Context: an optimization exercise on an open-source flow, tuned for small area, a short achievable clock period and few clock cycles per item. The choices shown serve that exercise and are no tape-out recipe.
The RTL was checked by simulation tests, not by an equivalence proof against the original design.
No run shown here takes its clock network from TritonCTS; it comes from the design's own scripts or RTL.
No driver is modelled on the clock port, so clock power and skew are understated where the tree is cut down; a real chip needs a root buffer or a tree.
Power figures rest on the tool's default switching activity, not on a simulated workload.

File: flow/config.mk
export PLATFORM = sky130hd
export DESIGN_NAME = timing_example
export DESIGN_NICKNAME = timing_example
export VERILOG_FILES = /design/flow/design.v
export SDC_FILE = /design/flow/constraint.sdc
export NUM_CORES = 4
export LEC_CHECK = 0
export CAP_MARGIN = 20
export CORE_MARGIN = 2
export CORE_UTILIZATION = 40
export SLEW_MARGIN = 20
export SYNTH_HIERARCHICAL = 1
export SYNTH_MINIMUM_KEEP_SIZE = 0
File: flow/constraint.sdc
create_clock -name core_clock -period 8.0 [get_ports {clk}]
set_input_delay 1.6000 -clock core_clock [delete_from_list [all_inputs] [get_ports {clk}]]
set_output_delay 1.6000 -clock core_clock [all_outputs]
set_load 0.01 [all_outputs]
File: flow/design.v
module timing_example #(
    parameter int INPUT_WIDTH   = 32,
    parameter int OUTPUT_WIDTH  = 8,
    parameter int COUNTER_WIDTH = 64,
    parameter int NUM_PIPELINES = 16
) (
    input  logic                                  clk,
    input  logic                                  rst,
    input  logic [               INPUT_WIDTH-1:0] data_in,
    input  logic                                  data_in_valid,
    input  logic [NUM_PIPELINES*OUTPUT_WIDTH-1:0] pipe_in,
    output logic                                  ready,
    output logic [              OUTPUT_WIDTH-1:0] data_out,
    output logic                                  data_out_valid,
    output logic [             COUNTER_WIDTH-1:0] count
);
  assign ready = 1'b1;
  logic [3:0] v_r;
  always_ff @(posedge clk or posedge rst) begin
    if (rst) v_r <= '0;
    else v_r <= {v_r[2:0], data_in_valid};
  end
  assign data_out_valid = v_r[3];
  logic [10:0] seg_all1, seg_cin;
  logic [63:0] count_nxt;
  cnt_seg #(.W(6)) u_cnt0 (.q(count[5:0]), .cin(seg_cin[0]), .d(count_nxt[5:0]), .all1(seg_all1[0]));
  cnt_seg #(.W(6)) u_cnt1 (.q(count[11:6]), .cin(seg_cin[1]), .d(count_nxt[11:6]), .all1(seg_all1[1]));
  cnt_seg #(.W(6)) u_cnt2 (.q(count[17:12]), .cin(seg_cin[2]), .d(count_nxt[17:12]), .all1(seg_all1[2]));
  cnt_seg #(.W(6)) u_cnt3 (.q(count[23:18]), .cin(seg_cin[3]), .d(count_nxt[23:18]), .all1(seg_all1[3]));
  cnt_seg #(.W(6)) u_cnt4 (.q(count[29:24]), .cin(seg_cin[4]), .d(count_nxt[29:24]), .all1(seg_all1[4]));
  cnt_seg #(.W(6)) u_cnt5 (.q(count[35:30]), .cin(seg_cin[5]), .d(count_nxt[35:30]), .all1(seg_all1[5]));
  cnt_seg #(.W(6)) u_cnt6 (.q(count[41:36]), .cin(seg_cin[6]), .d(count_nxt[41:36]), .all1(seg_all1[6]));
  cnt_seg #(.W(6)) u_cnt7 (.q(count[47:42]), .cin(seg_cin[7]), .d(count_nxt[47:42]), .all1(seg_all1[7]));
  cnt_seg #(.W(6)) u_cnt8 (.q(count[53:48]), .cin(seg_cin[8]), .d(count_nxt[53:48]), .all1(seg_all1[8]));
  cnt_seg #(.W(6)) u_cnt9 (.q(count[59:54]), .cin(seg_cin[9]), .d(count_nxt[59:54]), .all1(seg_all1[9]));
  cnt_seg #(.W(4)) u_cnt10 (.q(count[63:60]), .cin(seg_cin[10]), .d(count_nxt[63:60]), .all1(seg_all1[10]));
  logic pf_1_1;
  and2_cell u_pf0 (.a(v_r[0]), .b(seg_all1[0]), .y(pf_1_1));
  logic pf_1_3;
  and2_cell u_pf1 (.a(seg_all1[1]), .b(seg_all1[2]), .y(pf_1_3));
  logic pf_1_5;
  and2_cell u_pf2 (.a(seg_all1[3]), .b(seg_all1[4]), .y(pf_1_5));
  logic pf_1_7;
  and2_cell u_pf3 (.a(seg_all1[5]), .b(seg_all1[6]), .y(pf_1_7));
  logic pf_1_9;
  and2_cell u_pf4 (.a(seg_all1[7]), .b(seg_all1[8]), .y(pf_1_9));
  logic pf_2_2;
  and2_cell u_pf5 (.a(pf_1_1), .b(seg_all1[1]), .y(pf_2_2));
  logic pf_2_3;
  and2_cell u_pf6 (.a(pf_1_1), .b(pf_1_3), .y(pf_2_3));
  logic pf_2_6;
  and2_cell u_pf7 (.a(pf_1_5), .b(seg_all1[5]), .y(pf_2_6));
  logic pf_2_7;
  and2_cell u_pf8 (.a(pf_1_5), .b(pf_1_7), .y(pf_2_7));
  logic pf_2_10;
  and2_cell u_pf9 (.a(pf_1_9), .b(seg_all1[9]), .y(pf_2_10));
  logic pf_4_4;
  and2_cell u_pf10 (.a(pf_2_3), .b(seg_all1[3]), .y(pf_4_4));
  logic pf_4_5;
  and2_cell u_pf11 (.a(pf_2_3), .b(pf_1_5), .y(pf_4_5));
  logic pf_4_6;
  and2_cell u_pf12 (.a(pf_2_3), .b(pf_2_6), .y(pf_4_6));
  logic pf_4_7;
  and2_cell u_pf13 (.a(pf_2_3), .b(pf_2_7), .y(pf_4_7));
  logic pf_8_8;
  and2_cell u_pf14 (.a(pf_4_7), .b(seg_all1[7]), .y(pf_8_8));
  logic pf_8_9;
  and2_cell u_pf15 (.a(pf_4_7), .b(pf_1_9), .y(pf_8_9));
  logic pf_8_10;
  and2_cell u_pf16 (.a(pf_4_7), .b(pf_2_10), .y(pf_8_10));
  assign seg_cin[0] = v_r[0];
  assign seg_cin[1] = pf_1_1;
  assign seg_cin[2] = pf_2_2;
  assign seg_cin[3] = pf_2_3;
  assign seg_cin[4] = pf_4_4;
  assign seg_cin[5] = pf_4_5;
  assign seg_cin[6] = pf_4_6;
  assign seg_cin[7] = pf_4_7;
  assign seg_cin[8] = pf_8_8;
  assign seg_cin[9] = pf_8_9;
  assign seg_cin[10] = pf_8_10;
  always_ff @(posedge clk or posedge rst) begin
    if (rst) count <= '0;
    else count <= count_nxt;
  end
  logic pas_0;
  logic pac_1;
  logic pas_2;
  logic pac_3;
  logic pas_4;
  logic pac_5;
  logic pas_6;
  logic pac_7;
  logic pas_8;
  logic pac_9;
  logic pas_10;
  logic pac_11;
  logic pas_12;
  logic pac_13;
  logic pas_14;
  logic pac_15;
  logic pas_16;
  logic pac_17;
  logic pas_18;
  logic pac_19;
  logic pas_20;
  logic pac_21;
  logic pas_22;
  logic pac_23;
  logic pas_24;
  logic pac_25;
  logic pas_26;
  logic pac_27;
  logic pas_28;
  logic pac_29;
  logic pas_30;
  logic pac_31;
  logic pas_32;
  logic pac_33;
  logic [14:0] x_r;
  logic pbs_34;
  logic pbc_35;
  logic pbs_36;
  logic pbc_37;
  logic pbs_38;
  logic pbc_39;
  logic pbs_40;
  logic pbc_41;
  logic pbs_42;
  logic pbc_43;
  logic pbs_44;
  logic pbc_45;
  logic pbs_46;
  logic pbc_47;
  logic pbs_48;
  logic pbc_49;
  logic [6:0] x2_r;
  logic pqs_50;
  logic pqc_51;
  logic [5:0] pc;
  logic [5:0] e;
  logic [2:0] b_one_r, b_two_r, b_neg_r;
  logic e5_r;
  logic sas_52;
  logic sac_53;
  logic sas_54;
  logic sac_55;
  logic sas_56;
  logic sac_57;
  logic sas_58;
  logic sac_59;
  logic sas_60;
  logic sac_61;
  logic sas_62;
  logic sac_63;
  logic sas_64;
  logic sac_65;
  logic sas_66;
  logic sac_67;
  logic sas_68;
  logic sac_69;
  logic sas_70;
  logic sac_71;
  logic sas_72;
  logic sac_73;
  logic sas_74;
  logic sac_75;
  logic sas_76;
  logic sac_77;
  logic sas_78;
  logic sac_79;
  logic sas_80;
  logic sac_81;
  logic sas_82;
  logic sac_83;
  logic sas_84;
  logic sac_85;
  logic sas_86;
  logic sac_87;
  logic sas_88;
  logic sac_89;
  logic sas_90;
  logic sac_91;
  logic sas_92;
  logic sac_93;
  logic sas_94;
  logic sac_95;
  logic sas_96;
  logic sac_97;
  logic sas_98;
  logic sac_99;
  logic sas_100;
  logic sac_101;
  logic sas_102;
  logic sac_103;
  logic sas_104;
  logic sac_105;
  logic sas_106;
  logic sac_107;
  logic sas_108;
  logic sac_109;
  logic sas_110;
  logic sac_111;
  logic sas_112;
  logic sac_113;
  logic sas_114;
  logic sac_115;
  logic sas_116;
  logic sac_117;
  logic sas_118;
  logic sac_119;
  logic sas_120;
  logic sac_121;
  logic sas_122;
  logic sac_123;
  logic sas_124;
  logic sac_125;
  logic sas_126;
  logic sac_127;
  logic sas_128;
  logic sac_129;
  logic sas_130;
  logic sac_131;
  logic sas_132;
  logic sac_133;
  logic sas_134;
  logic sac_135;
  logic sas_136;
  logic sac_137;
  logic sas_138;
  logic sac_139;
  logic sas_140;
  logic sac_141;
  logic sas_142;
  logic sac_143;
  logic sas_144;
  logic sac_145;
  logic sas_146;
  logic sas_147;
  logic sas_148;
  logic sas_149;
  logic sas_150;
  logic sas_151;
  logic sas_152;
  logic sas_153;
  logic sas_154;
  logic sas_155;
  logic sas_156;
  logic sas_157;
  logic sas_158;
  logic sas_159;
  logic sas_160;
  logic sas_161;
  logic sas_162;
  logic sas_163;
  logic sas_164;
  logic sas_165;
  logic [44:0] s1_r;
  logic sbs_166;
  logic sbc_167;
  logic sbs_168;
  logic sbc_169;
  logic sbs_170;
  logic sbc_171;
  logic sbs_172;
  logic sbc_173;
  logic sbs_174;
  logic sbc_175;
  logic sbs_176;
  logic sbc_177;
  logic sbs_178;
  logic sbc_179;
  logic sbs_180;
  logic sbc_181;
  logic sbs_182;
  logic sbc_183;
  logic sbs_184;
  logic sbc_185;
  logic sbs_186;
  logic sbs_187;
  logic sbc_188;
  logic sbs_189;
  logic sbc_190;
  logic sbs_191;
  logic sbc_192;
  logic sbs_193;
  logic sbc_194;
  logic sbs_195;
  logic sbc_196;
  logic sbs_197;
  logic sbc_198;
  logic sbs_199;
  logic sbc_200;
  logic sbs_201;
  logic sbc_202;
  logic sbs_203;
  logic sbc_204;
  logic sbs_205;
  logic sbs_206;
  logic sbc_207;
  logic sbs_208;
  logic sbc_209;
  logic sbs_210;
  logic sbc_211;
  logic sbs_212;
  logic sbc_213;
  logic sbs_214;
  logic sbs_215;
  logic sbc_216;
  logic sbs_217;
  logic sbc_218;
  logic sbs_219;
  logic sbc_220;
  logic sbs_221;
  logic [10:0] s2_r;
  logic [6:0] s_sum;
  logic [6:0] s_r;
  logic pp_222;
  logic pp_223;
  logic pp_224;
  logic pp_225;
  logic pp_226;
  logic pp_227;
  logic pp_228;
  logic pp_229;
  logic pp_230;
  logic pp_231;
  logic pp_232;
  logic pp_233;
  logic pp_234;
  logic pp_235;
  logic pp_236;
  logic pp_237;
  logic ms_238;
  logic mc_239;
  logic ms_240;
  logic mc_241;
  logic ms_242;
  logic ms_243;
  logic mc_244;
  logic ms_245;
  logic mc_246;
  logic ms_247;
  logic mc_248;
  logic ms_249;
  logic mc_250;
  logic ms_251;
  logic [6:0] y;
  logic [6:0] y_r;
  fa_cell u_pa0 (.a(data_in[0]), .b(data_in[1]), .c(data_in[2]), .s(pas_0), .co(pac_1));
  fa_cell u_pa1 (.a(data_in[3]), .b(data_in[4]), .c(data_in[5]), .s(pas_2), .co(pac_3));
  fa_cell u_pa2 (.a(data_in[6]), .b(data_in[7]), .c(data_in[8]), .s(pas_4), .co(pac_5));
  fa_cell u_pa3 (.a(data_in[9]), .b(data_in[10]), .c(data_in[11]), .s(pas_6), .co(pac_7));
  fa_cell u_pa4 (.a(data_in[12]), .b(data_in[13]), .c(data_in[14]), .s(pas_8), .co(pac_9));
  fa_cell u_pa5 (.a(data_in[15]), .b(data_in[16]), .c(data_in[17]), .s(pas_10), .co(pac_11));
  fa_cell u_pa6 (.a(data_in[18]), .b(data_in[19]), .c(data_in[20]), .s(pas_12), .co(pac_13));
  fa_cell u_pa7 (.a(data_in[21]), .b(data_in[22]), .c(data_in[23]), .s(pas_14), .co(pac_15));
  fa_cell u_pa8 (.a(data_in[24]), .b(data_in[25]), .c(data_in[26]), .s(pas_16), .co(pac_17));
  fa_cell u_pa9 (.a(data_in[27]), .b(data_in[28]), .c(data_in[29]), .s(pas_18), .co(pac_19));
  fa_cell u_pa10 (.a(data_in[30]), .b(data_in[31]), .c(pas_0), .s(pas_20), .co(pac_21));
  fa_cell u_pa11 (.a(pas_2), .b(pas_4), .c(pas_6), .s(pas_22), .co(pac_23));
  fa_cell u_pa12 (.a(pas_8), .b(pas_10), .c(pas_12), .s(pas_24), .co(pac_25));
  fa_cell u_pa13 (.a(pas_14), .b(pas_16), .c(pas_18), .s(pas_26), .co(pac_27));
  fa_cell u_pa14 (.a(pac_1), .b(pac_3), .c(pac_5), .s(pas_28), .co(pac_29));
  fa_cell u_pa15 (.a(pac_7), .b(pac_9), .c(pac_11), .s(pas_30), .co(pac_31));
  fa_cell u_pa16 (.a(pac_13), .b(pac_15), .c(pac_17), .s(pas_32), .co(pac_33));
  always_ff @(posedge clk) x_r[0] <= pas_20;
  always_ff @(posedge clk) x_r[1] <= pas_22;
  always_ff @(posedge clk) x_r[2] <= pas_24;
  always_ff @(posedge clk) x_r[3] <= pas_26;
  always_ff @(posedge clk) x_r[4] <= pac_19;
  always_ff @(posedge clk) x_r[5] <= pac_21;
  always_ff @(posedge clk) x_r[6] <= pac_23;
  always_ff @(posedge clk) x_r[7] <= pac_25;
  always_ff @(posedge clk) x_r[8] <= pac_27;
  always_ff @(posedge clk) x_r[9] <= pas_28;
  always_ff @(posedge clk) x_r[10] <= pas_30;
  always_ff @(posedge clk) x_r[11] <= pas_32;
  always_ff @(posedge clk) x_r[12] <= pac_29;
  always_ff @(posedge clk) x_r[13] <= pac_31;
  always_ff @(posedge clk) x_r[14] <= pac_33;
  fa_cell u_pb17 (.a(x_r[0]), .b(x_r[1]), .c(x_r[2]), .s(pbs_34), .co(pbc_35));
  fa_cell u_pb18 (.a(x_r[4]), .b(x_r[5]), .c(x_r[6]), .s(pbs_36), .co(pbc_37));
  fa_cell u_pb19 (.a(x_r[7]), .b(x_r[8]), .c(x_r[9]), .s(pbs_38), .co(pbc_39));
  fa_cell u_pb20 (.a(x_r[12]), .b(x_r[13]), .c(x_r[14]), .s(pbs_40), .co(pbc_41));
  fa_cell u_pb21 (.a(pbc_35), .b(pbs_36), .c(pbs_38), .s(pbs_42), .co(pbc_43));
  fa_cell u_pb22 (.a(pbc_37), .b(pbc_39), .c(pbs_40), .s(pbs_44), .co(pbc_45));
  fa_cell u_pb23 (.a(pbs_42), .b(x_r[10]), .c(x_r[11]), .s(pbs_46), .co(pbc_47));
  fa_cell u_pb24 (.a(pbc_47), .b(pbc_43), .c(pbs_44), .s(pbs_48), .co(pbc_49));
  always_ff @(posedge clk) x2_r[0] <= pbs_34;
  always_ff @(posedge clk) x2_r[1] <= x_r[3];
  always_ff @(posedge clk) x2_r[2] <= pbs_46;
  always_ff @(posedge clk) x2_r[3] <= pbs_48;
  always_ff @(posedge clk) x2_r[4] <= pbc_49;
  always_ff @(posedge clk) x2_r[5] <= pbc_45;
  always_ff @(posedge clk) x2_r[6] <= pbc_41;
  assign pqs_50 = x2_r[4] ^ x2_r[5];
  assign pqc_51 = x2_r[4] & x2_r[5];
  assign pc = {1'b0, pqc_51, x2_r[6], x2_r[3], x2_r[2], x2_r[0]} + {1'b0, 1'b0, pqs_50, 1'b0, 1'b0, x2_r[1]};
  assign e = {pc[5] ^ ~pc[4], ~pc[4], pc[3:0]};
  always_ff @(posedge clk) e5_r <= e[5];
  always_ff @(posedge clk) begin
    for (int k = 0; k < 3; k++) begin
      logic lo, mid, hi;
      lo  = (k == 0) ? 1'b0 : e[2*k-1];
      mid = e[2*k];
      hi  = e[2*k+1];
      b_one_r[k] <= mid ^ lo;
      b_two_r[k] <= (hi & ~mid & ~lo) | (~hi & mid & lo);
      b_neg_r[k] <= hi & ~(mid & lo);
    end
  end
  fa_cell u_sa25 (.a(pipe_in[0]), .b(pipe_in[8]), .c(pipe_in[16]), .s(sas_52), .co(sac_53));
  fa_cell u_sa26 (.a(pipe_in[24]), .b(pipe_in[32]), .c(pipe_in[40]), .s(sas_54), .co(sac_55));
  fa_cell u_sa27 (.a(pipe_in[48]), .b(pipe_in[56]), .c(pipe_in[64]), .s(sas_56), .co(sac_57));
  fa_cell u_sa28 (.a(pipe_in[72]), .b(pipe_in[80]), .c(pipe_in[88]), .s(sas_58), .co(sac_59));
  fa_cell u_sa29 (.a(pipe_in[96]), .b(pipe_in[104]), .c(pipe_in[112]), .s(sas_60), .co(sac_61));
  fa_cell u_sa30 (.a(pipe_in[120]), .b(sas_52), .c(sas_54), .s(sas_62), .co(sac_63));
  fa_cell u_sa31 (.a(sas_56), .b(sas_58), .c(sas_60), .s(sas_64), .co(sac_65));
  fa_cell u_sa32 (.a(pipe_in[1]), .b(pipe_in[9]), .c(pipe_in[17]), .s(sas_66), .co(sac_67));
  fa_cell u_sa33 (.a(pipe_in[25]), .b(pipe_in[33]), .c(pipe_in[41]), .s(sas_68), .co(sac_69));
  fa_cell u_sa34 (.a(pipe_in[49]), .b(pipe_in[57]), .c(pipe_in[65]), .s(sas_70), .co(sac_71));
  fa_cell u_sa35 (.a(pipe_in[73]), .b(pipe_in[81]), .c(pipe_in[89]), .s(sas_72), .co(sac_73));
  fa_cell u_sa36 (.a(pipe_in[97]), .b(pipe_in[105]), .c(pipe_in[113]), .s(sas_74), .co(sac_75));
  fa_cell u_sa37 (.a(pipe_in[121]), .b(sac_53), .c(sac_55), .s(sas_76), .co(sac_77));
  fa_cell u_sa38 (.a(sac_57), .b(sac_59), .c(sac_61), .s(sas_78), .co(sac_79));
  fa_cell u_sa39 (.a(sas_66), .b(sas_68), .c(sas_70), .s(sas_80), .co(sac_81));
  fa_cell u_sa40 (.a(pipe_in[2]), .b(pipe_in[10]), .c(pipe_in[18]), .s(sas_82), .co(sac_83));
  fa_cell u_sa41 (.a(pipe_in[26]), .b(pipe_in[34]), .c(pipe_in[42]), .s(sas_84), .co(sac_85));
  fa_cell u_sa42 (.a(pipe_in[50]), .b(pipe_in[58]), .c(pipe_in[66]), .s(sas_86), .co(sac_87));
  fa_cell u_sa43 (.a(pipe_in[74]), .b(pipe_in[82]), .c(pipe_in[90]), .s(sas_88), .co(sac_89));
  fa_cell u_sa44 (.a(pipe_in[98]), .b(pipe_in[106]), .c(pipe_in[114]), .s(sas_90), .co(sac_91));
  fa_cell u_sa45 (.a(pipe_in[122]), .b(sac_67), .c(sac_69), .s(sas_92), .co(sac_93));
  fa_cell u_sa46 (.a(sac_71), .b(sac_73), .c(sac_75), .s(sas_94), .co(sac_95));
  fa_cell u_sa47 (.a(sas_82), .b(sas_84), .c(sas_86), .s(sas_96), .co(sac_97));
  fa_cell u_sa48 (.a(pipe_in[3]), .b(pipe_in[11]), .c(pipe_in[19]), .s(sas_98), .co(sac_99));
  fa_cell u_sa49 (.a(pipe_in[27]), .b(pipe_in[35]), .c(pipe_in[43]), .s(sas_100), .co(sac_101));
  fa_cell u_sa50 (.a(pipe_in[51]), .b(pipe_in[59]), .c(pipe_in[67]), .s(sas_102), .co(sac_103));
  fa_cell u_sa51 (.a(pipe_in[75]), .b(pipe_in[83]), .c(pipe_in[91]), .s(sas_104), .co(sac_105));
  fa_cell u_sa52 (.a(pipe_in[99]), .b(pipe_in[107]), .c(pipe_in[115]), .s(sas_106), .co(sac_107));
  fa_cell u_sa53 (.a(pipe_in[123]), .b(sac_83), .c(sac_85), .s(sas_108), .co(sac_109));
  fa_cell u_sa54 (.a(sac_87), .b(sac_89), .c(sac_91), .s(sas_110), .co(sac_111));
  fa_cell u_sa55 (.a(sas_98), .b(sas_100), .c(sas_102), .s(sas_112), .co(sac_113));
  fa_cell u_sa56 (.a(pipe_in[4]), .b(pipe_in[12]), .c(pipe_in[20]), .s(sas_114), .co(sac_115));
  fa_cell u_sa57 (.a(pipe_in[28]), .b(pipe_in[36]), .c(pipe_in[44]), .s(sas_116), .co(sac_117));
  fa_cell u_sa58 (.a(pipe_in[52]), .b(pipe_in[60]), .c(pipe_in[68]), .s(sas_118), .co(sac_119));
  fa_cell u_sa59 (.a(pipe_in[76]), .b(pipe_in[84]), .c(pipe_in[92]), .s(sas_120), .co(sac_121));
  fa_cell u_sa60 (.a(pipe_in[100]), .b(pipe_in[108]), .c(pipe_in[116]), .s(sas_122), .co(sac_123));
  fa_cell u_sa61 (.a(pipe_in[124]), .b(sac_99), .c(sac_101), .s(sas_124), .co(sac_125));
  fa_cell u_sa62 (.a(sac_103), .b(sac_105), .c(sac_107), .s(sas_126), .co(sac_127));
  fa_cell u_sa63 (.a(sas_114), .b(sas_116), .c(sas_118), .s(sas_128), .co(sac_129));
  fa_cell u_sa64 (.a(pipe_in[5]), .b(pipe_in[13]), .c(pipe_in[21]), .s(sas_130), .co(sac_131));
  fa_cell u_sa65 (.a(pipe_in[29]), .b(pipe_in[37]), .c(pipe_in[45]), .s(sas_132), .co(sac_133));
  fa_cell u_sa66 (.a(pipe_in[53]), .b(pipe_in[61]), .c(pipe_in[69]), .s(sas_134), .co(sac_135));
  fa_cell u_sa67 (.a(pipe_in[77]), .b(pipe_in[85]), .c(pipe_in[93]), .s(sas_136), .co(sac_137));
  fa_cell u_sa68 (.a(pipe_in[101]), .b(pipe_in[109]), .c(pipe_in[117]), .s(sas_138), .co(sac_139));
  fa_cell u_sa69 (.a(pipe_in[125]), .b(sac_115), .c(sac_117), .s(sas_140), .co(sac_141));
  fa_cell u_sa70 (.a(sac_119), .b(sac_121), .c(sac_123), .s(sas_142), .co(sac_143));
  fa_cell u_sa71 (.a(sas_130), .b(sas_132), .c(sas_134), .s(sas_144), .co(sac_145));
  xor_cell u_sax0 (.a(pipe_in[6]), .b(pipe_in[14]), .y(sas_146));
  xor_cell u_sax1 (.a(pipe_in[22]), .b(pipe_in[30]), .y(sas_147));
  xor_cell u_sax2 (.a(pipe_in[38]), .b(pipe_in[46]), .y(sas_148));
  xor_cell u_sax3 (.a(pipe_in[54]), .b(pipe_in[62]), .y(sas_149));
  xor_cell u_sax4 (.a(pipe_in[70]), .b(pipe_in[78]), .y(sas_150));
  xor_cell u_sax5 (.a(pipe_in[86]), .b(pipe_in[94]), .y(sas_151));
  xor_cell u_sax6 (.a(pipe_in[102]), .b(pipe_in[110]), .y(sas_152));
  xor_cell u_sax7 (.a(pipe_in[118]), .b(pipe_in[126]), .y(sas_153));
  xor_cell u_sax8 (.a(sas_146), .b(sas_147), .y(sas_154));
  xor_cell u_sax9 (.a(sas_148), .b(sas_149), .y(sas_155));
  xor_cell u_sax10 (.a(sas_150), .b(sas_151), .y(sas_156));
  xor_cell u_sax11 (.a(sas_152), .b(sas_153), .y(sas_157));
  xor_cell u_sax12 (.a(sas_154), .b(sas_155), .y(sas_158));
  xor_cell u_sax13 (.a(sas_156), .b(sas_157), .y(sas_159));
  xor_cell u_sax14 (.a(sac_131), .b(sac_133), .y(sas_160));
  xor_cell u_sax15 (.a(sac_135), .b(sac_137), .y(sas_161));
  xor_cell u_sax16 (.a(sac_139), .b(sas_158), .y(sas_162));
  xor_cell u_sax17 (.a(sas_159), .b(sas_160), .y(sas_163));
  xor_cell u_sax18 (.a(sas_161), .b(sac_141), .y(sas_164));
  xor_cell u_sax19 (.a(sas_162), .b(sas_163), .y(sas_165));
  always_ff @(posedge clk) s1_r[0] <= sas_62;
  always_ff @(posedge clk) s1_r[1] <= sas_64;
  always_ff @(posedge clk) s1_r[2] <= sas_72;
  always_ff @(posedge clk) s1_r[3] <= sas_74;
  always_ff @(posedge clk) s1_r[4] <= sas_76;
  always_ff @(posedge clk) s1_r[5] <= sac_63;
  always_ff @(posedge clk) s1_r[6] <= sac_65;
  always_ff @(posedge clk) s1_r[7] <= sas_78;
  always_ff @(posedge clk) s1_r[8] <= sas_80;
  always_ff @(posedge clk) s1_r[9] <= sas_88;
  always_ff @(posedge clk) s1_r[10] <= sas_90;
  always_ff @(posedge clk) s1_r[11] <= sac_77;
  always_ff @(posedge clk) s1_r[12] <= sac_79;
  always_ff @(posedge clk) s1_r[13] <= sas_92;
  always_ff @(posedge clk) s1_r[14] <= sac_81;
  always_ff @(posedge clk) s1_r[15] <= sas_94;
  always_ff @(posedge clk) s1_r[16] <= sas_96;
  always_ff @(posedge clk) s1_r[17] <= sas_104;
  always_ff @(posedge clk) s1_r[18] <= sas_106;
  always_ff @(posedge clk) s1_r[19] <= sac_93;
  always_ff @(posedge clk) s1_r[20] <= sac_95;
  always_ff @(posedge clk) s1_r[21] <= sas_108;
  always_ff @(posedge clk) s1_r[22] <= sac_97;
  always_ff @(posedge clk) s1_r[23] <= sas_110;
  always_ff @(posedge clk) s1_r[24] <= sas_112;
  always_ff @(posedge clk) s1_r[25] <= sas_120;
  always_ff @(posedge clk) s1_r[26] <= sas_122;
  always_ff @(posedge clk) s1_r[27] <= sac_109;
  always_ff @(posedge clk) s1_r[28] <= sac_111;
  always_ff @(posedge clk) s1_r[29] <= sas_124;
  always_ff @(posedge clk) s1_r[30] <= sac_113;
  always_ff @(posedge clk) s1_r[31] <= sas_126;
  always_ff @(posedge clk) s1_r[32] <= sas_128;
  always_ff @(posedge clk) s1_r[33] <= sas_136;
  always_ff @(posedge clk) s1_r[34] <= sas_138;
  always_ff @(posedge clk) s1_r[35] <= sac_125;
  always_ff @(posedge clk) s1_r[36] <= sac_127;
  always_ff @(posedge clk) s1_r[37] <= sas_140;
  always_ff @(posedge clk) s1_r[38] <= sac_129;
  always_ff @(posedge clk) s1_r[39] <= sas_142;
  always_ff @(posedge clk) s1_r[40] <= sas_144;
  always_ff @(posedge clk) s1_r[41] <= sac_143;
  always_ff @(posedge clk) s1_r[42] <= sac_145;
  always_ff @(posedge clk) s1_r[43] <= sas_164;
  always_ff @(posedge clk) s1_r[44] <= sas_165;
  fa_cell u_sb72 (.a(s1_r[2]), .b(s1_r[3]), .c(s1_r[4]), .s(sbs_166), .co(sbc_167));
  fa_cell u_sb73 (.a(s1_r[5]), .b(s1_r[6]), .c(s1_r[7]), .s(sbs_168), .co(sbc_169));
  fa_cell u_sb74 (.a(s1_r[9]), .b(s1_r[10]), .c(s1_r[11]), .s(sbs_170), .co(sbc_171));
  fa_cell u_sb75 (.a(s1_r[12]), .b(s1_r[13]), .c(s1_r[14]), .s(sbs_172), .co(sbc_173));
  fa_cell u_sb76 (.a(s1_r[17]), .b(s1_r[18]), .c(s1_r[19]), .s(sbs_174), .co(sbc_175));
  fa_cell u_sb77 (.a(s1_r[20]), .b(s1_r[21]), .c(s1_r[22]), .s(sbs_176), .co(sbc_177));
  fa_cell u_sb78 (.a(s1_r[25]), .b(s1_r[26]), .c(s1_r[27]), .s(sbs_178), .co(sbc_179));
  fa_cell u_sb79 (.a(s1_r[28]), .b(s1_r[29]), .c(s1_r[30]), .s(sbs_180), .co(sbc_181));
  fa_cell u_sb80 (.a(s1_r[33]), .b(s1_r[34]), .c(s1_r[35]), .s(sbs_182), .co(sbc_183));
  fa_cell u_sb81 (.a(s1_r[36]), .b(s1_r[37]), .c(s1_r[38]), .s(sbs_184), .co(sbc_185));
  assign sbs_186 = s1_r[41] ^ s1_r[42] ^ s1_r[43];
  fa_cell u_sb82 (.a(sbs_166), .b(sbs_168), .c(s1_r[8]), .s(sbs_187), .co(sbc_188));
  fa_cell u_sb83 (.a(sbc_167), .b(sbc_169), .c(sbs_170), .s(sbs_189), .co(sbc_190));
  fa_cell u_sb84 (.a(sbs_172), .b(s1_r[15]), .c(s1_r[16]), .s(sbs_191), .co(sbc_192));
  fa_cell u_sb85 (.a(sbc_171), .b(sbc_173), .c(sbs_174), .s(sbs_193), .co(sbc_194));
  fa_cell u_sb86 (.a(sbs_176), .b(s1_r[23]), .c(s1_r[24]), .s(sbs_195), .co(sbc_196));
  fa_cell u_sb87 (.a(sbc_175), .b(sbc_177), .c(sbs_178), .s(sbs_197), .co(sbc_198));
  fa_cell u_sb88 (.a(sbs_180), .b(s1_r[31]), .c(s1_r[32]), .s(sbs_199), .co(sbc_200));
  fa_cell u_sb89 (.a(sbc_179), .b(sbc_181), .c(sbs_182), .s(sbs_201), .co(sbc_202));
  fa_cell u_sb90 (.a(sbs_184), .b(s1_r[39]), .c(s1_r[40]), .s(sbs_203), .co(sbc_204));
  assign sbs_205 = sbc_183 ^ sbc_185 ^ sbs_186;
  fa_cell u_sb91 (.a(sbc_188), .b(sbs_189), .c(sbs_191), .s(sbs_206), .co(sbc_207));
  fa_cell u_sb92 (.a(sbc_190), .b(sbc_192), .c(sbs_193), .s(sbs_208), .co(sbc_209));
  fa_cell u_sb93 (.a(sbc_194), .b(sbc_196), .c(sbs_197), .s(sbs_210), .co(sbc_211));
  fa_cell u_sb94 (.a(sbc_198), .b(sbc_200), .c(sbs_201), .s(sbs_212), .co(sbc_213));
  assign sbs_214 = sbc_202 ^ sbc_204 ^ sbs_205;
  fa_cell u_sb95 (.a(sbc_207), .b(sbs_208), .c(sbs_195), .s(sbs_215), .co(sbc_216));
  fa_cell u_sb96 (.a(sbc_209), .b(sbs_210), .c(sbs_199), .s(sbs_217), .co(sbc_218));
  fa_cell u_sb97 (.a(sbc_211), .b(sbs_212), .c(sbs_203), .s(sbs_219), .co(sbc_220));
  assign sbs_221 = sbc_213 ^ sbs_214 ^ s1_r[44];
  always_ff @(posedge clk) s2_r[0] <= s1_r[0];
  always_ff @(posedge clk) s2_r[1] <= s1_r[1];
  always_ff @(posedge clk) s2_r[2] <= sbs_187;
  always_ff @(posedge clk) s2_r[3] <= sbs_206;
  always_ff @(posedge clk) s2_r[4] <= sbs_215;
  always_ff @(posedge clk) s2_r[5] <= sbc_216;
  always_ff @(posedge clk) s2_r[6] <= sbs_217;
  always_ff @(posedge clk) s2_r[7] <= sbc_218;
  always_ff @(posedge clk) s2_r[8] <= sbs_219;
  always_ff @(posedge clk) s2_r[9] <= sbc_220;
  always_ff @(posedge clk) s2_r[10] <= sbs_221;
  assign s_sum = {s2_r[9], s2_r[7], s2_r[5], s2_r[4], s2_r[3], s2_r[2], s2_r[0]} + {s2_r[10], s2_r[8], s2_r[6], 1'b0, 1'b0, 1'b0, s2_r[1]};
  always_ff @(posedge clk) s_r <= s_sum;
  assign pp_222 = ((b_one_r[0] & s_r[0]) | (b_two_r[0] & 1'b0)) ^ b_neg_r[0];
  assign pp_223 = ((b_one_r[0] & s_r[1]) | (b_two_r[0] & s_r[0])) ^ b_neg_r[0];
  assign pp_224 = ((b_one_r[0] & s_r[2]) | (b_two_r[0] & s_r[1])) ^ b_neg_r[0];
  assign pp_225 = ((b_one_r[0] & s_r[3]) | (b_two_r[0] & s_r[2])) ^ b_neg_r[0];
  assign pp_226 = ((b_one_r[0] & s_r[4]) | (b_two_r[0] & s_r[3])) ^ b_neg_r[0];
  assign pp_227 = ((b_one_r[0] & s_r[5]) | (b_two_r[0] & s_r[4])) ^ b_neg_r[0];
  assign pp_228 = ((b_one_r[0] & s_r[6]) | (b_two_r[0] & s_r[5])) ^ b_neg_r[0];
  assign pp_229 = ((b_one_r[1] & s_r[0]) | (b_two_r[1] & 1'b0)) ^ b_neg_r[1];
  assign pp_230 = ((b_one_r[1] & s_r[1]) | (b_two_r[1] & s_r[0])) ^ b_neg_r[1];
  assign pp_231 = ((b_one_r[1] & s_r[2]) | (b_two_r[1] & s_r[1])) ^ b_neg_r[1];
  assign pp_232 = ((b_one_r[1] & s_r[3]) | (b_two_r[1] & s_r[2])) ^ b_neg_r[1];
  assign pp_233 = ((b_one_r[1] & s_r[4]) | (b_two_r[1] & s_r[3])) ^ b_neg_r[1];
  assign pp_234 = ((b_one_r[2] & s_r[0]) | (b_two_r[2] & 1'b0)) ^ b_neg_r[2];
  assign pp_235 = ((b_one_r[2] & s_r[1]) | (b_two_r[2] & s_r[0])) ^ b_neg_r[2];
  assign pp_236 = ((b_one_r[2] & s_r[2]) | (b_two_r[2] & s_r[1])) ^ b_neg_r[2];
  assign pp_237 = e5_r & s_r[0];
  assign ms_238 = pp_226 ^ pp_231;
  assign mc_239 = pp_226 & pp_231;
  assign ms_240 = pp_227 ^ pp_232;
  assign mc_241 = pp_227 & pp_232;
  assign ms_242 = pp_228 ^ pp_233 ^ pp_236;
  assign ms_243 = pp_224 ^ pp_229;
  assign mc_244 = pp_224 & pp_229;
  assign ms_245 = pp_225 ^ pp_230;
  assign mc_246 = pp_225 & pp_230;
  fa_cell u_m98 (.a(pp_234), .b(b_neg_r[2]), .c(ms_238), .s(ms_247), .co(mc_248));
  fa_cell u_m99 (.a(pp_235), .b(ms_240), .c(mc_239), .s(ms_249), .co(mc_250));
  assign ms_251 = pp_237 ^ ms_242 ^ mc_241;
  assign y = {ms_251, ms_249, ms_247, ms_245, b_neg_r[1], pp_223, pp_222} + {mc_250, mc_248, mc_246, mc_244, ms_243, 1'b0, b_neg_r[0]};
  always_ff @(posedge clk) y_r <= y;
  assign data_out = {y_r, 1'b0};
endmodule
module fa_cell (
    input  logic a,
    input  logic b,
    input  logic c,
    output logic s,
    output logic co
);
  assign s  = a ^ b ^ c;
  assign co = (a & b) | (a & c) | (b & c);
endmodule
module xor_cell (
    input  logic a,
    input  logic b,
    output logic y
);
  assign y = a ^ b;
endmodule
module and2_cell (
    input  logic a,
    input  logic b,
    output logic y
);
  assign y = a & b;
endmodule
module cnt_seg #(
    parameter int W = 8
) (
    input  logic [W-1:0] q,
    input  logic         cin,
    output logic [W-1:0] d,
    output logic         all1
);
  logic [W:0] c;
  always_comb begin
    c[0] = cin;
    for (int i = 0; i < W; i++) begin
      d[i]   = q[i] ^ c[i];
      c[i+1] = q[i] & c[i];
    end
  end
  assign all1 = &q;
endmodule
File: flow/flow/run.sh
#!/bin/bash
# Standard synthesis, then the standard layout with these changes: ports are
# buffered with buf_1, and after clock tree synthesis its tree is replaced by a
# balanced two-level tree of clkbuf_16 cells (flow/clktree.tcl).
set -euo pipefail
bash standard.sh synth > synth.log 2>&1
export BUFFER_PORTS_ARGS="-buffer_cell sky130_fd_sc_hd__buf_1"
export CTS_ARGS="-sink_clustering_enable -repair_clock_nets -dont_use_dummy_load -buf_list {sky130_fd_sc_hd__clkbuf_4 sky130_fd_sc_hd__clkbuf_8}"
export CLK_LEAVES=10
export CLK_LEAF_CELL=clkbuf_8
export CLK_ROOT_AT_PORT=1
export POST_CTS_TCL=$PWD/flow/clktree.tcl
bash standard.sh > layout.log 2>&1
File: flow/flow/clktree.tcl
# Replace the clock tree that clock_tree_synthesis built with a two-level one:
# the clock port drives one root clkbuf_16, which drives CLK_LEAVES leaf buffers,
# each feeding the flip-flops of one region (regions of nearly equal size, cut
# across the longer side). Every flip-flop sees the same two buffers.
set nleaf [expr {[info exists ::env(CLK_LEAVES)] ? $::env(CLK_LEAVES) : 4}]
set block [ord::get_db_block]
set db [ord::get_db]
set master [$db findMaster sky130_fd_sc_hd__clkbuf_16]
set lmaster [$db findMaster sky130_fd_sc_hd__[expr {[info exists ::env(CLK_LEAF_CELL)] ? $::env(CLK_LEAF_CELL) : "clkbuf_16"}]]
set clk [$block findNet clk]

set flops {}
foreach inst [$block getInsts] {
  if {[[$inst getMaster] isSequential]} {
    set it [$inst findITerm CLK]
    lassign [$inst getLocation] x y
    lappend flops [list $inst $it $x $y]
  }
}
# the old tree: every buffer on the clock network
set old_insts {}
set old_nets {}
foreach net [$block getNets] {
  if {[$net getSigType] eq "CLOCK" && [$net getName] ne "clk"} { lappend old_nets $net }
}
foreach inst [$block getInsts] {
  set n [$inst getName]
  if {[string match clkbuf_* $n] || [string match clkload* $n]} { lappend old_insts $inst }
}
foreach f $flops { [lindex $f 1] disconnect }
foreach inst $old_insts { odb::dbInst_destroy $inst }
foreach net $old_nets { if {[$net getName] ne "clk"} { odb::dbNet_destroy $net } }

# split a group into n regions of nearly equal size, cutting across its longer side
proc split_n {items n} {
  if {$n <= 1} { return [list $items] }
  set xs [lmap f $items {lindex $f 2}]
  set ys [lmap f $items {lindex $f 3}]
  set dx [expr {[tcl::mathfunc::max {*}$xs] - [tcl::mathfunc::min {*}$xs]}]
  set dy [expr {[tcl::mathfunc::max {*}$ys] - [tcl::mathfunc::min {*}$ys]}]
  set idx [expr {$dx >= $dy ? 2 : 3}]
  set s [lsort -integer -index $idx $items]
  set n1 [expr {$n / 2}]
  set cut [expr {[llength $s] * $n1 / $n}]
  return [concat [split_n [lrange $s 0 [expr {$cut - 1}]] $n1] \
                 [split_n [lrange $s $cut end] [expr {$n - $n1}]]]
}
set groups [split_n $flops $nleaf]

proc centroid {items} {
  set sx 0; set sy 0
  foreach f $items { set sx [expr {$sx + [lindex $f 2]}]; set sy [expr {$sy + [lindex $f 3]}] }
  set n [llength $items]
  return [list [expr {int($sx / $n)}] [expr {int($sy / $n)}]]
}
lassign [centroid $flops] rx ry
if {[info exists ::env(CLK_ROOT_AT_PORT)]} {
  # root halfway between the clock port and the flip-flops' centroid
  set bt [lindex [[$block findBTerm clk] getBPins] 0]
  set bb [$bt getBBox]
  set px [expr {([$bb xMin] + [$bb xMax]) / 2}]
  set py [expr {([$bb yMin] + [$bb yMax]) / 2}]
  set rx [expr {($rx + $px) / 2}]
  set ry [expr {($ry + $py) / 2}]
}
set root [odb::dbInst_create $block $master clkroot]
$root setLocation $rx $ry
$root setPlacementStatus PLACED
[$root findITerm A] connect $clk
set rnet [odb::dbNet_create $block clknet_root]
$rnet setSigType CLOCK
[$root findITerm X] connect $rnet
set k 0
foreach g $groups {
  lassign [centroid $g] cx cy
  set leaf [odb::dbInst_create $block $lmaster clkleaf_$k]
  $leaf setLocation $cx $cy
  $leaf setPlacementStatus PLACED
  [$leaf findITerm A] connect $rnet
  set lnet [odb::dbNet_create $block clknet_leaf_$k]
  $lnet setSigType CLOCK
  [$leaf findITerm X] connect $lnet
  foreach f $g { [lindex $f 1] connect $lnet }
  incr k
}
puts "clktree.tcl: [llength $flops] flip-flops on $k leaves; removed [llength $old_insts] buffers"
detailed_placement
check_placement -verbose
estimate_parasitics -placement
report_clock_skew
report_checks -path_delay min -format end
File: flow/standard.sh
#!/bin/bash
# synth_recipe.tcl (not shown) runs the flow's synth.tcl, then flattens the netlist and writes it again
# the make line also repeats each setting of config.mk as NAME=value (left out here)
make -C /OpenROAD-flow-scripts/flow DESIGN_CONFIG=/design/flow/config.mk WORK_HOME=/design/flow/orfs CLKGATE_MAP_FILE= SYNTH_SCRIPT=/design/flow/synth_recipe.tcl "${@:-finish}"
==> flow_summary.ini, run 1 <==
[global_route]
grt_pass1_wl_um = 22300
overflow = 0
grt_max_degree = 69
antenna_found_initial = 0
grt_use_total_pct = 13.2
grt_pass1_vias = 4934

[power_and_ir_drop]
peakVddDrop_mv = 0.239
power.total_mw = 3.17
p_leak_nw = 4.13
pwr_density_cell_nw_per_um2 = 345

[timing]
timing.final.crit_period_ns = 2.56
slew_violations = 0
setup_violations = 0
report.final.hold_viol_count = 0
tightest_slew_ns = 0.858
setup-tns-final_ns = 0
period_share_pct = 32.0
rsz0062_at_grt = no
fmax_mhz = 391
fin_worst_skew_ns = 0.00977
timing.hold.ws_ns = 0.338
relSlewSlack_pct = 42.8

[layout]
num-fill-cells = 1797
drive_gt1_share_pct = 2.29
area_delta_synth_final_pct = 16.4
nets = 1083
antenna_cells = 0

[route]
dr.pass1.iters = 6
viasPerCell = 4.49
wl_per_cell_um = 14.1
ant_nets = 0
route.vias.total = 4523
drc_errors = 0
wirelength_um = 14200
drt_iter0_markers = 112

[floorplanning]
io_pins = 237
start_util_pct = 40.7
die_area_um2 = 20900
die_x_um = 145
rows = 51
coreArea_um2 = 19400
fp.dieH_um = 145

[synthesis]
synth_cells = 517
netlist_area_um2 = 7900
postSynthAreaPerCell_um2 = 15.3
synth_nets = 855
yosys_warnings = 9

[place]
numPortBuffers = 218
gp_congestion = 0.860
hpwl_um = 12000

[setup_path]
path_class = flip-flop to output pin
slowest_delay_ns = 0.40
worstPathRequired_ns = 6.40
cp_slowest_cell = dfrtp_1
crit_arrival_ns = 0.96
critPathCaptureType = output pin
path_buf_inv = 1
crit_chain = buf_1
critical_path.top_delay_family = flip-flops
cp-start-kind = flip-flop
crit_fanout = 3

[cts]
cts.clk_slew.worst_paths_ns = 0.10
clk_latency_ns = 0.36
cts_sinks = 170

[hold_path]
hp-class = flip-flop to flip-flop

[outcome]
outcome = timing/DRC/antenna clean

[flow_run]
maxCapViolCount = 0
-- worst register-to-register path, cell delays in order, from the launching register on --
cell and delay [ns]:
dfrtp_1 0.42, nand4_1 0.10, nor2_1 0.05, and2_1 0.15
and2_1 0.22, and2_1 0.23, and2_1 0.18, ha_1 0.18
ha_1 0.18, ha_1 0.18, ha_1 0.18, ha_1 0.19
xor2_1 0.14
-- power breakdown --
group          switching (mW)  internal (mW)
clock network           0.248          0.137
registers               0.140           1.10
logic                   0.741          0.811
-- worst paths after layout --
path,from,end,slack (ns),depth (start not counted)
min in group asynchronous,rst,count[63],1.44,3
hold reg to reg,x_r[3],x2_r[1],0.34,0
hold / removal,x_r[3],x2_r[1],0.34,0
setup reg to reg,count[3],count[59],5.49,12
max in group asynchronous,rst,count[9],5.99,3
setup / recovery,count[35],count[35],5.44,1
-- stage by stage --
stage               setup WS (ns)  instances  utilization [%]  instance area, µm²
floorplan                    4.69        517                -                7900
global placement             5.12        997             46.5                9030
detailed placement           5.11        997             46.5                9030
global route                 5.32       1008             47.4                9190
finish                       5.44       1008             47.4                9190
-- cell usage in the layout, fill, tap and decap left out, types with 2 or more instances in the layout --
cell / count
xor2_1: 38
nor2_1: 14
a22oi_1: 11
clkbuf_8: 10
inv_1: 3
a21oi_1: 3
and2_1: 17
a31oi_1: 2
nand4_1: 10
nor2b_1: 3
dfrtp_1: 68
xnor2_1: 35
nand2_1: 16
buf_1: 218
dfxtp_1: 102
o21bai_1: 2
nand3_1: 2
conb_1: 2
ha_1: 75
fa_1: 100
-- layout make-up --
cell class | instances | area [µm²] | area share (%)
repair buffers | 219 | 826 | 8.99
inverters | 4 | 15.0 | 0.163
well taps | 265 | 332 | 3.61
plain buffers | 11 | 163 | 1.77
flip-flops and latches | 170 | 3740 | 40.7
multi-input cells | 339 | 4110 | 44.7
-- registers in the layout, summed over array words and instances, names as in the netlist, 4 cells and up --
signal  count
s_r         7
s2_r       11
x2_r        7
count      64
v_r         4
x_r        15
y_r         7
s1_r       45
-- metal layers --
layer | vias up | routed length, µm | track usage, %
met5 | - | 0 | 0
met2 | 141 | 7520 | 24.6
met4 | 0 | 305 | 3.22
met1 | 2214 | 5670 | 16.2
li1 | 2144 | - | -
met3 | 24 | 728 | 1.82
Testbench counts, summed over its fixed seeds: cycles 1,632, items 1,600.
==> run 2: changes to the inputs <==
--- a/flow/flow/run.sh
+++ b/flow/flow/run.sh
@@ -9,5 +9,4 @@
 export CLK_LEAVES=10
 export CLK_LEAF_CELL=clkbuf_8
-export CLK_ROOT_AT_PORT=1
 export POST_CTS_TCL=$PWD/flow/clktree.tcl
 bash standard.sh > layout.log 2>&1
--- a/flow/flow/clktree.tcl
+++ b/flow/flow/clktree.tcl
@@ -55,13 +55,4 @@
 }
 lassign [centroid $flops] rx ry
-if {[info exists ::env(CLK_ROOT_AT_PORT)]} {
-  # root halfway between the clock port and the flip-flops' centroid
-  set bt [lindex [[$block findBTerm clk] getBPins] 0]
-  set bb [$bt getBBox]
-  set px [expr {([$bb xMin] + [$bb xMax]) / 2}]
-  set py [expr {([$bb yMin] + [$bb yMax]) / 2}]
-  set rx [expr {($rx + $px) / 2}]
-  set ry [expr {($ry + $py) / 2}]
-}
 set root [odb::dbInst_create $block $master clkroot]
 $root setLocation $rx $ry
==> run 2 against run 1 <==
Effect of this change: still clean on timing, DRC and antenna; sequential share of layout area is the same; first-iteration DRC count rose by 2.7%; largest power group unchanged; critical path type unchanged; via count about the same.
==> flow_summary.ini, run 2 <==
[outcome]
outcome = timing/DRC/antenna clean

[layout]
top_regs = count x64, s1_r x45, x_r x15
drive_gt1_share_pct = 2.29
antenna_cells = 0
layoutNonFillerInstCount = 1008
final_common_cell = buf_1
final_cell_mix = buf_1 (218), dfxtp_1 (102), fa_1 (100), ha_1 (75), dfrtp_1 (68)
postLayoutCellArea_um2 = 9190
area_delta_synth_final_pct = 16.4
post-route-util_pct = 47.4
largest_register = count
nets = 1083
largest_reg_flops = 64

[floorplanning]
die_area_um2 = 20900
io_pins = 237
rows = 51
coreArea_um2 = 19400
start_util_pct = 40.7
die_x_um = 145
fp.dieH_um = 145

[global_route]
grt_pass1_wl_um = 22400
antenna_found_initial = 0
overflow = 0
grt_pass1_vias = 4925
grt_use_total_pct = 13.5
grt_max_degree = 69

[place]
numPortBuffers = 218
hpwl_um = 12000
dpl_cell_area_um2 = 9030
gp_congestion = 0.860
post-place-cells = 997

[setup_path]
path_class = flip-flop to output pin
cp-start-kind = flip-flop
slowest_delay_ns = 0.40
crit_arrival_ns = 0.96
critical_path.top_delay_family = flip-flops
critPathCaptureType = output pin
crit_chain = buf_1
worstPathRequired_ns = 6.40
cp_slowest_cell = dfrtp_1
crit_fanout = 3
path_buf_inv = 1

[route]
met1Wirelength_um = 5670
drt_iter0_markers = 115
wl_met3_um = 730
drc_errors = 0
route.vias.total = 4525
ant_nets = 0
wl_per_cell_um = 14.2
met2_length_um = 7530
wirelength_um = 14300
topRoutingLayerUsed = met4
dr.pass1.iters = 6
viasPerCell = 4.49

[power_and_ir_drop]
p_leak_nw = 4.13
peakVddDrop_mv = 0.239
p_seq_share_pct = 39.0
p_int_mw = 2.04
p_clk_share_pct = 12.1
pwr-share-comb_pct = 48.9
pwr_density_cell_nw_per_um2 = 345
p_switching_mw = 1.13
swShare_pct = 35.6

[timing]
timing.hold.ws_ns = 0.338
fin_worst_skew_ns = 0.0107
slew_violations = 0
tightest_slew_ns = 0.856
setup_violations = 0
timing.final.crit_period_ns = 2.56
relSlewSlack_pct = 42.9
fmax_mhz = 390
setup-tns-final_ns = 0
period_share_pct = 32.0
rsz0062_at_grt = no
report.final.hold_viol_count = 0

[synthesis]
netlist_area_um2 = 7900
synth_nets = 855
synth_cells = 517
yosys_warnings = 9
postSynthAreaPerCell_um2 = 15.3

[cts]
clk_latency_ns = 0.36
cts_sinks = 170
cts.clk_slew.worst_paths_ns = 0.10

[flow_run]
maxCapViolCount = 0

[hold_path]
hp-class = flip-flop to flip-flop
## run 2: per-layer routing
layer | up-vias | global-route usage, %
met5 | - | 0
met2 | 142 | 24.6
met1 | 2213 | 16.2
li1 | 2144 | -
met3 | 26 | 2.12
met4 | 0 | 4.55
## run 2: per-stage QoR
stage	total power, mW	setup WS, ns
3_5_place_dp	2.85	5.11
5_1_grt	3.50	5.32
6_report	3.17	5.44
3_3_place_gp	2.81	5.12
2_1_floorplan	2.49	4.69
## run 2: path summary, 6_finish.rpt
check / slack (ns) / startpoint / depth (start not counted) / to
max in group asynchronous: 5.99 / rst / 3 / count[9]
setup reg to reg: 5.49 / count[3] / 12 / count[59]
setup / recovery: 5.44 / count[35] / 1 / count[35]
min in group asynchronous: 1.44 / rst / 3 / count[63]
hold / removal: 0.34 / x_r[3] / 0 / x2_r[1]
hold reg to reg: 0.34 / x_r[3] / 0 / x2_r[1]
## run 2: power groups by stage
stage / clock network, mW / logic [mW] / registers (mW)
after floorplan: 0 / 1.26 / 1.23
after global placement: 0 / 1.55 / 1.25
after detailed placement: 0 / 1.59 / 1.26
after global routing: 0.436 / 1.81 / 1.26
final: 0.385 / 1.55 / 1.24
## run 2: layout make-up
| class | instances | area (µm²) |
|---|---|---|
| Buffer | 11 | 163 |
| Fill cell | 1796 | 10200 |
| Inverter | 4 | 15.0 |
| Multi-Input combinational cell | 339 | 4110 |
| Sequential cell | 170 | 3740 |
| Tap cell | 265 | 332 |
| Timing Repair Buffer | 219 | 826 |
## run 2: worst reg2reg max path: stages, from the launching register on
cell and delay [ns]:
dfrtp_1 0.42, nand4_1 0.10, nor2_1 0.05, and2_1 0.15
and2_1 0.22, and2_1 0.23, and2_1 0.18, ha_1 0.18
ha_1 0.18, ha_1 0.18, ha_1 0.18, ha_1 0.19
xor2_1 0.14
==> run 3: changes to the inputs <==
--- a/flow/flow/run.sh
+++ b/flow/flow/run.sh
@@ -7,5 +7,5 @@
 export BUFFER_PORTS_ARGS="-buffer_cell sky130_fd_sc_hd__buf_1"
 export CTS_ARGS="-sink_clustering_enable -repair_clock_nets -dont_use_dummy_load -buf_list {sky130_fd_sc_hd__clkbuf_4 sky130_fd_sc_hd__clkbuf_8}"
-export CLK_LEAVES=10
+export CLK_LEAVES=12
 export CLK_LEAF_CELL=clkbuf_8
 export POST_CTS_TCL=$PWD/flow/clktree.tcl
==> run 3 against run 2 <==
Effect of this change: sequential power about the same; total power rose by 0.63%; die area unchanged; first-iteration DRC count decreased by 7.0%; clock power is 5.7% higher; via count did not move; critical path depth did not move; sequential share of layout area is 0.12 points lower.
==> flow_summary.ini, run 3 <==
[floorplanning]
start_util_pct = 40.7
rows = 51
io_pins = 237
fp.dieH_um = 145
coreArea_um2 = 19400
die_x_um = 145
die_area_um2 = 20900

[power_and_ir_drop]
p_switching_mw = 1.13
p_seq_share_pct = 38.7
peakVddDrop_mv = 0.238
p_leak_nw = 4.14
p_int_mw = 2.07
swShare_pct = 35.3
pwr_density_cell_nw_per_um2 = 347
p_clk_share_pct = 12.7
pwr-share-comb_pct = 48.5

[setup_path]
path_class = flip-flop to output pin
crit_arrival_ns = 0.95
path_buf_inv = 1
path_depth = 1
crit_fanout = 3
r2r_setup_slack_ns = 5.51
cp-start-kind = flip-flop
critPathCaptureType = output pin
timing.rr.start = count[3]
slowest_delay_ns = 0.39
worstPathRequired_ns = 6.40
crit_chain = buf_1
critical_path.top_delay_family = flip-flops
rr_endpoint = count[59]
rr_worst_depth = 12
cp_slowest_cell = dfrtp_1

[route]
ant_nets = 0
wirelength_um = 14300
wl_per_cell_um = 14.1
viasPerCell = 4.48
drc_errors = 0
dr.pass1.iters = 4
drt_iter0_markers = 107
route.vias.total = 4525

[global_route]
overflow = 0
antenna_found_initial = 0
grt_use_total_pct = 13.5
grt_pass1_vias = 4915
grt_max_degree = 69
grt_pass1_wl_um = 22400

[layout]
final_common_cell = buf_1
nets = 1085
largest_register = count
area_delta_synth_final_pct = 16.7
largest_reg_flops = 64
antenna_cells = 0
final_cell_mix = buf_1 (218), dfxtp_1 (102), fa_1 (100), ha_1 (75), dfrtp_1 (68)
top_regs = count x64, s1_r x45, x_r x15
drive_gt1_share_pct = 2.55

[timing]
timing.final.crit_period_ns = 2.55
tightest_slew_ns = 0.856
rsz0062_at_grt = no
relSlewSlack_pct = 42.9
setup-tns-final_ns = 0
setup_violations = 0
period_share_pct = 31.9
report.final.hold_viol_count = 0
fin_worst_skew_ns = 0.0155
worst_slack_ns = 5.45
slew_violations = 0
fmax_mhz = 392
timing.hold.ws_ns = 0.332

[synthesis]
synth_cells = 517
netlist_area_um2 = 7900
yosys_warnings = 9
postSynthAreaPerCell_um2 = 15.3
synth_nets = 855

[flow_run]
maxCapViolCount = 0

[cts]
cts_sinks = 170
cts.clk_slew.worst_paths_ns = 0.08
clk_latency_ns = 0.37

[place]
hpwl_um = 12000
place_ws_ns = 5.11
gp_congestion = 0.860
numPortBuffers = 218

[hold_path]
worstHoldPathCells = 0
hp-class = flip-flop to flip-flop
hold_end = x2_r[1]
min-delay-start = x_r[3]

[outcome]
outcome = timing/DRC/antenna clean
run 3: stage by stage:
stage,cell area [µm²],util (%),std cells,power (mW)
3_3_place_gp,9030,46.5,997,2.81
2_1_floorplan,7900,-,517,2.49
5_1_grt,9220,47.5,1010,3.53
6_report,9220,47.5,1010,3.19
3_5_place_dp,9030,46.5,997,2.85
run 3: worst max-delay path by stage:
stage | to | startpoint
floorplan | count[0] | rst
global placement | s1_r[43] | pipe_in[4]
detailed placement | s1_r[16] | pipe_in[2]
global route | count[53] | count[3]
finish | count[35] | count[35]
run 3: cell type report:
class / instances / area, µm²
Timing Repair Buffer: 219 / 826
Fill cell: 1802 / 10200
Sequential cell: 170 / 3740
Multi-Input combinational cell: 339 / 4110
Buffer: 13 / 190
Tap cell: 265 / 332
Inverter: 4 / 15.0
run 3: metal layers:
metal	up-vias	routed length (µm)	GRT usage (%)
li1	2151	-	-
met1	2202	5640	16.1
met2	147	7470	24.5
met3	25	743	2.05
met4	0	428	5.06
met5	-	0	0
run 3: power groups by stage:
| stage | logic (mW) | clock network [mW] | registers [mW] |
|---|---|---|---|
| after floorplan | 1.26 | 0 | 1.23 |
| after global placement | 1.55 | 0 | 1.25 |
| after detailed placement | 1.59 | 0 | 1.26 |
| after global routing | 1.81 | 0.463 | 1.26 |
| final | 1.55 | 0.407 | 1.24 |

-- static timing again, ports no longer ideal --
How much do the figures lean on ideal ports? The routed layouts below were timed once more, with nothing changed but the port constraints.
Step 1 sets driving cells, clkbuf_16 on the clock port and buf_2 on the other inputs (assumed; they add their load-dependent delay and slew).
Step 2 adds t to the input delays and takes it off the output delays; t is the mean of the earliest and latest rising clock arrival at the registers after step 1. Input paths then give back, and output paths get back, about the clock's delay inside the block.
Slacks: no drivers / after step 1 / after step 2; pairs: no drivers / after step 1.
run | t, ns | setup slack, ns | worst setup path at the end
run 1 | 0.391 | 5.440 / 5.408 / 5.122 | input to register
run 2 | 0.406 | 5.438 / 5.392 / 5.122 | input to register
run 3 | 0.410 | 5.451 / 5.406 / 5.116 | input to register
After both steps setup and hold are still met in every run listed. The setup slack of run 3, which loses most, moves by -0.045 ns with the drivers and by -0.335 ns with both steps.
